Background: an optimization exercise with open tools, aiming at small area and a short achievable clock period. Do not read the settings as production practice.
Function was checked by simulation only, so behaviour that the tests miss may differ from the original.
The clock port is modelled as an ideal driver; clocking choices that lean on that would not hold on a real chip.
Power and IR drop assume default switching activity.

==> job 6028 <==
Design FP32Multi, start of the top module:
module FP32Multi
(
    input         clk,
    input         input_valid,
    input [31:0]  x1,
    input [31:0]  x2,
    output [31:0] y,
    output reg    out_valid
);
==> flow/config.mk <==
export PLATFORM = sky130hd
export DESIGN_NAME = FP32Multi
export DESIGN_NICKNAME = FP32Multi
export VERILOG_FILES = /design/flow/design.v
export SDC_FILE = /design/flow/constraint.sdc
export NUM_CORES = 4
export LEC_CHECK = 0
export CAP_MARGIN = 20
export CORE_MARGIN = 2
export CORE_UTILIZATION = 60
export CTS_CLUSTER_DIAMETER = 100
export CTS_CLUSTER_SIZE = 30
export PLACE_DENSITY = 0.72
export SETUP_SLACK_MARGIN = 5
export SLEW_MARGIN = 20
export SYNTH_HIERARCHICAL = 1
export TNS_END_PERCENT = 0
==> flow/constraint.sdc <==
create_clock -name core_clock -period 8.5 [get_ports {clk}]
set_input_delay 1.7000 -clock core_clock [delete_from_list [all_inputs] [get_ports {clk}]]
set_output_delay 1.7000 -clock core_clock [all_outputs]
set_load 0.01 [all_outputs]
standard.sh (not shown) runs the stock make flow with config.mk's settings and CLKGATE_MAP_FILE= SYNTH_SCRIPT=/design/flow/synth_recipe.tcl, a recipe that flattens the netlist after the stock synthesis.
==> flow/flow/run.sh <==
#!/bin/bash
# Layout flow: the standard ORFS flow (standard.sh) unchanged except for
#  - synthesis: the same script, but ABC maps with flow/abc.script (area
#    oriented, no ABC-side buffering or sizing; OpenROAD sizes the gates
#    after placement);
#  - flow/env.sh: extra ORFS settings (port buffers are buf_1 cells);
set -euo pipefail
HERE=$(pwd)
ABC_D=${ABC_D:-$(cat flow/abc_d.txt 2>/dev/null || echo 3300)}
{
  cat <<'EOT'
proc abc {args} {
  set new {}
  set skip 0
  foreach a $args {
    if {$skip} { set skip 0; continue }
    if {$a eq "-script"} { lappend new -script $::env(MY_ABC_SCRIPT); set skip 1; continue }
    if {$a eq "-D"} { lappend new -D $::env(MY_ABC_D); set skip 1; continue }
    lappend new $a
  }
  puts "flow abc: $new"
  yosys abc {*}$new
}
EOT
  cat synth_recipe.tcl
} > my_synth.tcl
# optional extra ORFS settings
[ -f flow/env.sh ] && source flow/env.sh
export MY_ABC_SCRIPT=$HERE/flow/abc.script
export MY_ABC_D=$ABC_D
sed "s#SYNTH_SCRIPT=[^ ]*#SYNTH_SCRIPT=$HERE/my_synth.tcl#" standard.sh > my_standard.sh
# 1. standard flow up to clock tree synthesis
bash my_standard.sh cts > flow_make.log 2>&1
# 2. useful clock skew between the register banks (see flow/skew.tcl)
R=$HERE/orfs/results/sky130hd/FP32Multi/base
SKEW_IN=$R/4_cts.odb SKEW_OUT=$R/4_cts.odb openroad -no_init -exit flow/skew.tcl > skew.log 2>&1
touch $R/4_cts.odb
bash my_standard.sh > flow_make2.log 2>&1
==> flow/flow/skew.tcl <==
# Useful clock skew between the pipeline banks, applied after clock tree
# synthesis:
#  - the first bank (r1) gets its own two-level branch from the clock port
#    (a second root buffer), so it clocks earlier than the others: this moves
#    time from the input paths (which have slack) to the r1 -> r2 paths;
#  - the third bank (r3) gets one more buffer level, so it clocks later:
#    this moves time from the r3 -> r4 paths (which have slack) to the
#    r2 -> r3 paths.
set in_odb  $::env(SKEW_IN)
set out_odb $::env(SKEW_OUT)
set group_max [expr {[info exists ::env(SKEW_GROUP)] ? $::env(SKEW_GROUP) : 14}]
set bufname [expr {[info exists ::env(SKEW_BUF)] ? $::env(SKEW_BUF) : "sky130_fd_sc_hd__clkbuf_16"}]
set latebuf [expr {[info exists ::env(SKEW_LATEBUF)] ? $::env(SKEW_LATEBUF) : "sky130_fd_sc_hd__clkbuf_4"}]
read_db $in_odb
set db [ord::get_db]
set block [ord::get_db_block]
set clknet [[$block findBTerm clk] getNet]
set rootmaster [$db findMaster "sky130_fd_sc_hd__clkbuf_16"]
set master [$db findMaster $bufname]
set pat {^(m1_1|one_1|two_1|neg_1|top_1|es_1|lz_1|inf_1|zero_1|s_1|v_1)(\\?\[|\$)}
set flops {}
foreach inst [$block getInsts] {
  set n [$inst getName]
  if {[regexp $pat $n] && [string match "sky130_fd_sc_hd__df*" [[$inst getMaster] getName]]} {
    lappend flops $inst
  }
}
puts "SKEW: [llength $flops] r1 registers"
# recursive bisection into groups of at most group_max
proc split_groups {insts maxn} {
  if {[llength $insts] <= $maxn} { return [list $insts] }
  set xs {}; set ys {}
  foreach i $insts { lassign [$i getLocation] x y; lappend xs $x; lappend ys $y }
  set dx [expr {[tcl::mathfunc::max {*}$xs] - [tcl::mathfunc::min {*}$xs]}]
  set dy [expr {[tcl::mathfunc::max {*}$ys] - [tcl::mathfunc::min {*}$ys]}]
  set idx [expr {$dx >= $dy ? 0 : 1}]
  set sorted [lsort -command [list cmp_loc $idx] $insts]
  set h [expr {[llength $sorted] / 2}]
  return [concat [split_groups [lrange $sorted 0 [expr {$h-1}]] $maxn] [split_groups [lrange $sorted $h end] $maxn]]
}
proc cmp_loc {idx a b} {
  set va [lindex [$a getLocation] $idx]; set vb [lindex [$b getLocation] $idx]
  return [expr {$va < $vb ? -1 : ($va > $vb ? 1 : 0)}]
}
# a second root buffer on the clock port, near the r1 registers, drives
# their branch buffers (the port then drives two cells)
set sx 0; set sy 0
foreach i $flops { lassign [$i getLocation] x y; set sx [expr {$sx + $x}]; set sy [expr {$sy + $y}] }
set root [odb::dbInst_create $block $rootmaster "skewroot"]
$root setLocation [expr {int($sx / [llength $flops])}] [expr {int($sy / [llength $flops])}]
$root setPlacementStatus PLACED
set rootnet [odb::dbNet_create $block "skewrootnet"]
$rootnet setSigType CLOCK
[$root findITerm A] connect $clknet
[$root findITerm X] connect $rootnet
set k 0
foreach g [split_groups $flops $group_max] {
  set sx 0; set sy 0
  foreach i $g { lassign [$i getLocation] x y; set sx [expr {$sx + $x}]; set sy [expr {$sy + $y}] }
  set cx [expr {int($sx / [llength $g])}]; set cy [expr {int($sy / [llength $g])}]
  set buf [odb::dbInst_create $block $master "skewbuf_$k"]
  $buf setLocation $cx $cy
  $buf setPlacementStatus PLACED
  set net [odb::dbNet_create $block "skewnet_$k"]
  $net setSigType CLOCK
  [$buf findITerm A] connect $rootnet
  [$buf findITerm X] connect $net
  foreach i $g {
    set it [$i findITerm CLK]
    $it disconnect
    $it connect $net
  }
  incr k
}
puts "SKEW: $k branch buffers"
set latepat {^(w8_3|shl_3|ex_3|big_3|s_3|v_3)(\\?\[|\$)}
set late {}
foreach inst [$block getInsts] {
  set n [$inst getName]
  if {[regexp $latepat $n] && [string match "sky130_fd_sc_hd__df*" [[$inst getMaster] getName]]} {
    lappend late $inst
  }
}
puts "SKEW: [llength $late] r3 registers"
set bynet [dict create]
foreach i $late {
  set net [[$i findITerm CLK] getNet]
  dict lappend bynet [$net getName] $i
}
set lmaster [$db findMaster $latebuf]
set k 0
dict for {netname insts} $bynet {
  set leafnet [$block findNet $netname]
  foreach g [split_groups $insts $group_max] {
    set sx 0; set sy 0
    foreach i $g { lassign [$i getLocation] x y; set sx [expr {$sx + $x}]; set sy [expr {$sy + $y}] }
    set cx [expr {int($sx / [llength $g])}]; set cy [expr {int($sy / [llength $g])}]
    set buf [odb::dbInst_create $block $lmaster "skewlate_$k"]
    $buf setLocation $cx $cy
    $buf setPlacementStatus PLACED
    set net [odb::dbNet_create $block "skewlatenet_$k"]
    $net setSigType CLOCK
    [$buf findITerm A] connect $leafnet
    [$buf findITerm X] connect $net
    foreach i $g {
      set it [$i findITerm CLK]
      $it disconnect
      $it connect $net
    }
    incr k
  }
}
puts "SKEW: $k late buffers"

# clock buffers left without sinks are removed
set changed 1
while {$changed} {
  set changed 0
  foreach inst [$block getInsts] {
    set m [[$inst getMaster] getName]
    if {[string match "sky130_fd_sc_hd__clkbuf_*" $m] && ![string match "skewbuf_*" [$inst getName]]} {
      set x [$inst findITerm X]
      set n [$x getNet]
      if {$n ne "NULL" && [llength [$n getITerms]] == 1 && [llength [$n getBTerms]] == 0} {
        puts "SKEW: removing idle [$inst getName]"
        [$inst findITerm A] disconnect
        $x disconnect
        odb::dbInst_destroy $inst
        odb::dbNet_destroy $n
        set changed 1
        break
      }
    }
  }
}
detailed_placement
check_placement -verbose
write_db $out_odb
Other scripts of this flow, unchanged in this note and not shown: flow/flow/abc.script, flow/flow/env.sh
==> job 3104 (differences from job 6028) <==
==> flow/flow/skew.tcl (replaced) <==
# Useful clock skew between the pipeline banks, applied after clock tree
# synthesis:
#  - the first bank (r1) gets its own branch buffers straight off the root
#    clock buffer, so it clocks earlier than the others: this moves time from
#    the input paths (which have slack) to the r1 -> r2 paths;
#  - the second bank (r2) gets one more buffer level below its leaf buffers,
#    and the third bank (r3) a delay buffer and a buffer, so r2 clocks a
#    little later and r3 later still: this moves time from the r3 -> r4
#    paths (which have slack) to the r1 -> r2 and r2 -> r3 paths.
set in_odb  $::env(SKEW_IN)
set out_odb $::env(SKEW_OUT)
set group_max [expr {[info exists ::env(SKEW_GROUP)] ? $::env(SKEW_GROUP) : 14}]
set bufname [expr {[info exists ::env(SKEW_BUF)] ? $::env(SKEW_BUF) : "sky130_fd_sc_hd__clkbuf_16"}]
read_db $in_odb
set db [ord::get_db]
set block [ord::get_db_block]
set rootnet [$block findNet clknet_0_clk]
if {$rootnet eq "NULL"} { puts "SKEW: no root clock net"; exit 1 }
set master [$db findMaster $bufname]
set pat {^(m1_1|one_1|two_1|neg_1|top_1|es_1|lz_1|inf_1|zero_1|s_1|v_1)(\\?\[|\$)}
set flops {}
foreach inst [$block getInsts] {
  set n [$inst getName]
  if {[regexp $pat $n] && [string match "sky130_fd_sc_hd__df*" [[$inst getMaster] getName]]} {
    lappend flops $inst
  }
}
puts "SKEW: [llength $flops] r1 registers"
# recursive bisection into groups of at most group_max
proc split_groups {insts maxn} {
  if {[llength $insts] <= $maxn} { return [list $insts] }
  set xs {}; set ys {}
  foreach i $insts { lassign [$i getLocation] x y; lappend xs $x; lappend ys $y }
  set dx [expr {[tcl::mathfunc::max {*}$xs] - [tcl::mathfunc::min {*}$xs]}]
  set dy [expr {[tcl::mathfunc::max {*}$ys] - [tcl::mathfunc::min {*}$ys]}]
  set idx [expr {$dx >= $dy ? 0 : 1}]
  set sorted [lsort -command [list cmp_loc $idx] $insts]
  set h [expr {[llength $sorted] / 2}]
  return [concat [split_groups [lrange $sorted 0 [expr {$h-1}]] $maxn] [split_groups [lrange $sorted $h end] $maxn]]
}
proc cmp_loc {idx a b} {
  set va [lindex [$a getLocation] $idx]; set vb [lindex [$b getLocation] $idx]
  return [expr {$va < $vb ? -1 : ($va > $vb ? 1 : 0)}]
}
set k 0
foreach g [split_groups $flops $group_max] {
  set sx 0; set sy 0
  foreach i $g { lassign [$i getLocation] x y; set sx [expr {$sx + $x}]; set sy [expr {$sy + $y}] }
  set cx [expr {int($sx / [llength $g])}]; set cy [expr {int($sy / [llength $g])}]
  set buf [odb::dbInst_create $block $master "skewbuf_$k"]
  $buf setLocation $cx $cy
  $buf setPlacementStatus PLACED
  set net [odb::dbNet_create $block "skewnet_$k"]
  $net setSigType CLOCK
  [$buf findITerm A] connect $rootnet
  [$buf findITerm X] connect $net
  foreach i $g {
    set it [$i findITerm CLK]
    $it disconnect
    $it connect $net
  }
  incr k
}
puts "SKEW: $k branch buffers"
# Later banks: one more buffer level below their leaf buffers.
proc add_late_level {pat bufname prefix} {
  global block db group_max
  set regs {}
  foreach inst [$block getInsts] {
    set n [$inst getName]
    if {[regexp $pat $n] && [string match "sky130_fd_sc_hd__df*" [[$inst getMaster] getName]]} {
      lappend regs $inst
    }
  }
  set bynet [dict create]
  foreach i $regs {
    set net [[$i findITerm CLK] getNet]
    dict lappend bynet [$net getName] $i
  }
  set m [$db findMaster $bufname]
  set k 0
  dict for {netname insts} $bynet {
    set leafnet [$block findNet $netname]
    foreach g [split_groups $insts $group_max] {
      set sx 0; set sy 0
      foreach i $g { lassign [$i getLocation] x y; set sx [expr {$sx + $x}]; set sy [expr {$sy + $y}] }
      set buf [odb::dbInst_create $block $m "${prefix}_$k"]
      $buf setLocation [expr {int($sx / [llength $g])}] [expr {int($sy / [llength $g])}]
      $buf setPlacementStatus PLACED
      set net [odb::dbNet_create $block "${prefix}net_$k"]
      $net setSigType CLOCK
      [$buf findITerm A] connect $leafnet
      [$buf findITerm X] connect $net
      foreach i $g {
        set it [$i findITerm CLK]
        $it disconnect
        $it connect $net
      }
      incr k
    }
  }
  puts "SKEW: [llength $regs] registers matching $pat behind $k $bufname"
}
set r2buf [expr {[info exists ::env(SKEW_R2BUF)] ? $::env(SKEW_R2BUF) : "sky130_fd_sc_hd__clkbuf_16"}]
set r3buf [expr {[info exists ::env(SKEW_R3BUF)] ? $::env(SKEW_R3BUF) : "sky130_fd_sc_hd__clkdlybuf4s25_2"}]
if {$r2buf ne ""} {
  add_late_level {^(sa_2|sb_2|plo_2|cin_2|sh_2|ex_2|big_2|s_2|v_2)(\\?\[|\$)} $r2buf skewr2
}
set r3buf2 [expr {[info exists ::env(SKEW_R3BUF2)] ? $::env(SKEW_R3BUF2) : "sky130_fd_sc_hd__clkbuf_8"}]
if {$r3buf ne ""} {
  add_late_level {^(w8_3|shl_3|ex_3|big_3|s_3|v_3)(\\?\[|\$)} $r3buf skewr3
}
if {$r3buf2 ne ""} {
  add_late_level {^(w8_3|shl_3|ex_3|big_3|s_3|v_3)(\\?\[|\$)} $r3buf2 skewr3b
}

# clock buffers left without sinks are removed
set changed 1
while {$changed} {
  set changed 0
  foreach inst [$block getInsts] {
    set m [[$inst getMaster] getName]
    if {[string match "sky130_fd_sc_hd__clkbuf_*" $m] && ![string match "skewbuf_*" [$inst getName]]} {
      set x [$inst findITerm X]
      set n [$x getNet]
      if {$n ne "NULL" && [llength [$n getITerms]] == 1 && [llength [$n getBTerms]] == 0} {
        puts "SKEW: removing idle [$inst getName]"
        [$inst findITerm A] disconnect
        $x disconnect
        odb::dbInst_destroy $inst
        odb::dbNet_destroy $n
        set changed 1
        break
      }
    }
  }
}
detailed_placement
check_placement -verbose
write_db $out_odb
==> job 2669 (differences from job 6028) <==
--- a/flow/flow/run.sh
+++ b/flow/flow/run.sh
@@ -32,5 +32,6 @@
 # 1. standard flow up to clock tree synthesis
 bash my_standard.sh cts > flow_make.log 2>&1
-# 2. useful clock skew between the register banks (see flow/skew.tcl)
+# 2. give the first register bank its own, shorter clock branches (useful
+#    skew for the r1 -> r2 paths; see flow/skew.tcl)
 R=$HERE/orfs/results/sky130hd/FP32Multi/base
 SKEW_IN=$R/4_cts.odb SKEW_OUT=$R/4_cts.odb openroad -no_init -exit flow/skew.tcl > skew.log 2>&1
==> flow/flow/skew.tcl (replaced) <==
# Give the first pipeline bank (r1) its own clock branch straight off the
# root clock buffer: its registers then clock earlier than the others, which
# moves time from the input paths (which have slack) to the r1 -> r2 paths.
set in_odb  $::env(SKEW_IN)
set out_odb $::env(SKEW_OUT)
set group_max [expr {[info exists ::env(SKEW_GROUP)] ? $::env(SKEW_GROUP) : 14}]
set bufname [expr {[info exists ::env(SKEW_BUF)] ? $::env(SKEW_BUF) : "sky130_fd_sc_hd__clkbuf_16"}]
read_db $in_odb
set db [ord::get_db]
set block [ord::get_db_block]
set rootnet [$block findNet clknet_0_clk]
if {$rootnet eq "NULL"} { puts "SKEW: no root clock net"; exit 1 }
set master [$db findMaster $bufname]
set pat {^(m1_1|one_1|two_1|neg_1|top_1|es_1|lz_1|inf_1|zero_1|s_1|v_1)(\\?\[|\$)}
set flops {}
foreach inst [$block getInsts] {
  set n [$inst getName]
  if {[regexp $pat $n] && [string match "sky130_fd_sc_hd__df*" [[$inst getMaster] getName]]} {
    lappend flops $inst
  }
}
puts "SKEW: [llength $flops] r1 registers"
# recursive bisection into groups of at most group_max
proc split_groups {insts maxn} {
  if {[llength $insts] <= $maxn} { return [list $insts] }
  set xs {}; set ys {}
  foreach i $insts { lassign [$i getLocation] x y; lappend xs $x; lappend ys $y }
  set dx [expr {[tcl::mathfunc::max {*}$xs] - [tcl::mathfunc::min {*}$xs]}]
  set dy [expr {[tcl::mathfunc::max {*}$ys] - [tcl::mathfunc::min {*}$ys]}]
  set idx [expr {$dx >= $dy ? 0 : 1}]
  set sorted [lsort -command [list cmp_loc $idx] $insts]
  set h [expr {[llength $sorted] / 2}]
  return [concat [split_groups [lrange $sorted 0 [expr {$h-1}]] $maxn] [split_groups [lrange $sorted $h end] $maxn]]
}
proc cmp_loc {idx a b} {
  set va [lindex [$a getLocation] $idx]; set vb [lindex [$b getLocation] $idx]
  return [expr {$va < $vb ? -1 : ($va > $vb ? 1 : 0)}]
}
set k 0
foreach g [split_groups $flops $group_max] {
  set sx 0; set sy 0
  foreach i $g { lassign [$i getLocation] x y; set sx [expr {$sx + $x}]; set sy [expr {$sy + $y}] }
  set cx [expr {int($sx / [llength $g])}]; set cy [expr {int($sy / [llength $g])}]
  set buf [odb::dbInst_create $block $master "skewbuf_$k"]
  $buf setLocation $cx $cy
  $buf setPlacementStatus PLACED
  set net [odb::dbNet_create $block "skewnet_$k"]
  $net setSigType CLOCK
  [$buf findITerm A] connect $rootnet
  [$buf findITerm X] connect $net
  foreach i $g {
    set it [$i findITerm CLK]
    $it disconnect
    $it connect $net
  }
  incr k
}
puts "SKEW: $k branch buffers"
# clock buffers left without sinks are removed
set changed 1
while {$changed} {
  set changed 0
  foreach inst [$block getInsts] {
    set m [[$inst getMaster] getName]
    if {[string match "sky130_fd_sc_hd__clkbuf_*" $m] && ![string match "skewbuf_*" [$inst getName]]} {
      set x [$inst findITerm X]
      set n [$x getNet]
      if {$n ne "NULL" && [llength [$n getITerms]] == 1 && [llength [$n getBTerms]] == 0} {
        puts "SKEW: removing idle [$inst getName]"
        [$inst findITerm A] disconnect
        $x disconnect
        odb::dbInst_destroy $inst
        odb::dbNet_destroy $n
        set changed 1
        break
      }
    }
  }
}
detailed_placement
check_placement -verbose
write_db $out_odb
==> results.txt <==
=================================================================================
Int Pwr                                                                   5250 uW
Endpoint with the worst hold slack                                   ex_3[3]$_DFF_P_
Maximum frequency from static timing analysis                             287 MHz
Outcome                                                  timing/DRC/antenna clean
Cell class contributing the biggest share of worst-path delay         adder cells
Routed length on met2                                                    29500 um
Power consumed by combinational cells                                     6660 uW
Via count of the first global-routing pass                                  18.7k
Clock latency of the later-clocked register in the worst-skew pair         690 ps
Critical hold path startpoint                                        ex_2[3]$_SDFF_PN0_
Total Routed Length                                                      66600 um
Net switching component of the power                                      4570 uW
Measured slew at the worst slew-check pin                                 1130 ps
Reg clk slew, reported paths                                                90 ps
=================================================================================
the above is filed under job 6028

==> results.txt <==
=================================================================================
Critical hold path startpoint                                         s_1$_DFF_P_
Cell class contributing the biggest share of worst-path delay         adder cells
Outcome                                                  timing/DRC/antenna clean
Maximum frequency from static timing analysis                             292 MHz
Via count of the first global-routing pass                                  18.6k
Net switching component of the power                                      4570 uW
Endpoint with the worst hold slack                                    s_2$_DFF_P_
Int Pwr                                                                   5220 uW
Measured slew at the worst slew-check pin                                 1130 ps
Clock latency of the later-clocked register in the worst-skew pair         630 ps
=================================================================================
the above is filed under job 2669

==> results.txt <==
=================================================================================
Outcome                                                  timing/DRC/antenna clean
Cell class contributing the biggest share of worst-path delay        compound AO/OA/AOI/OAI gates
Maximum frequency from static timing analysis                             302 MHz
Total Routed Length                                                      67400 um
Count of inserted tapcells                                                    511
Net switching component of the power                                      4670 uW
Measured slew at the worst slew-check pin                                 1130 ps
Clock latency of the later-clocked register in the worst-skew pair        1020 ps
Power consumed by combinational cells                                     6670 uW
Via count of the first global-routing pass                                  18.9k
Routed length on met2                                                    30100 um
Int Pwr                                                                   5590 uW
Endpoint with the worst hold slack                                   ex_3[4]$_DFF_P_
Critical hold path startpoint                                        ex_2[4]$_SDFF_PN0_
Reg clk slew, reported paths                                                50 ps
=================================================================================
the above is filed under job 3104

[separate check: timing with driven ports]
The results above use ideal ports. As a check the final layouts listed here were re-extracted and re-timed, cells and wires unchanged. Step 1, drivers: a clkbuf_16 drives clk and a buf_2 each remaining input, both assumed. Step 2, shift: input delay + t, output delay - t, t = (earliest + latest rising clock arrival at the registers) / 2. This alone moves slack from input paths to output paths. Slacks: no drivers / after step 1 / after step 2; pairs: no drivers / after step 1.
| run | shift t [ns] | setup WS [ns] | worst setup path at the end | clock arrival spread, ns | slew at the worst register clock pin (ns) |
|---|---|---|---|---|---|
| job 6028 | 0.579 | 5.019 / 5.018 / 4.671 | input to register | 0.356 / 0.357 | 0.11 / 0.11 |
| job 3104 | 0.746 | 5.188 / 5.188 / 4.528 | input to register | 0.652 / 0.653 | 0.08 / 0.08 |
| job 2669 | 0.556 | 5.075 / 5.075 / 4.721 | input to register | 0.269 / 0.268 | 0.11 / 0.11 |
In job 6028 and job 3104 the clock reaches the registers at very different times; t lies between them, and the last value is a rough guide only. The setup slack of job 3104, which loses most, moves by 0.000 ns with the drivers and by -0.660 ns with both steps.
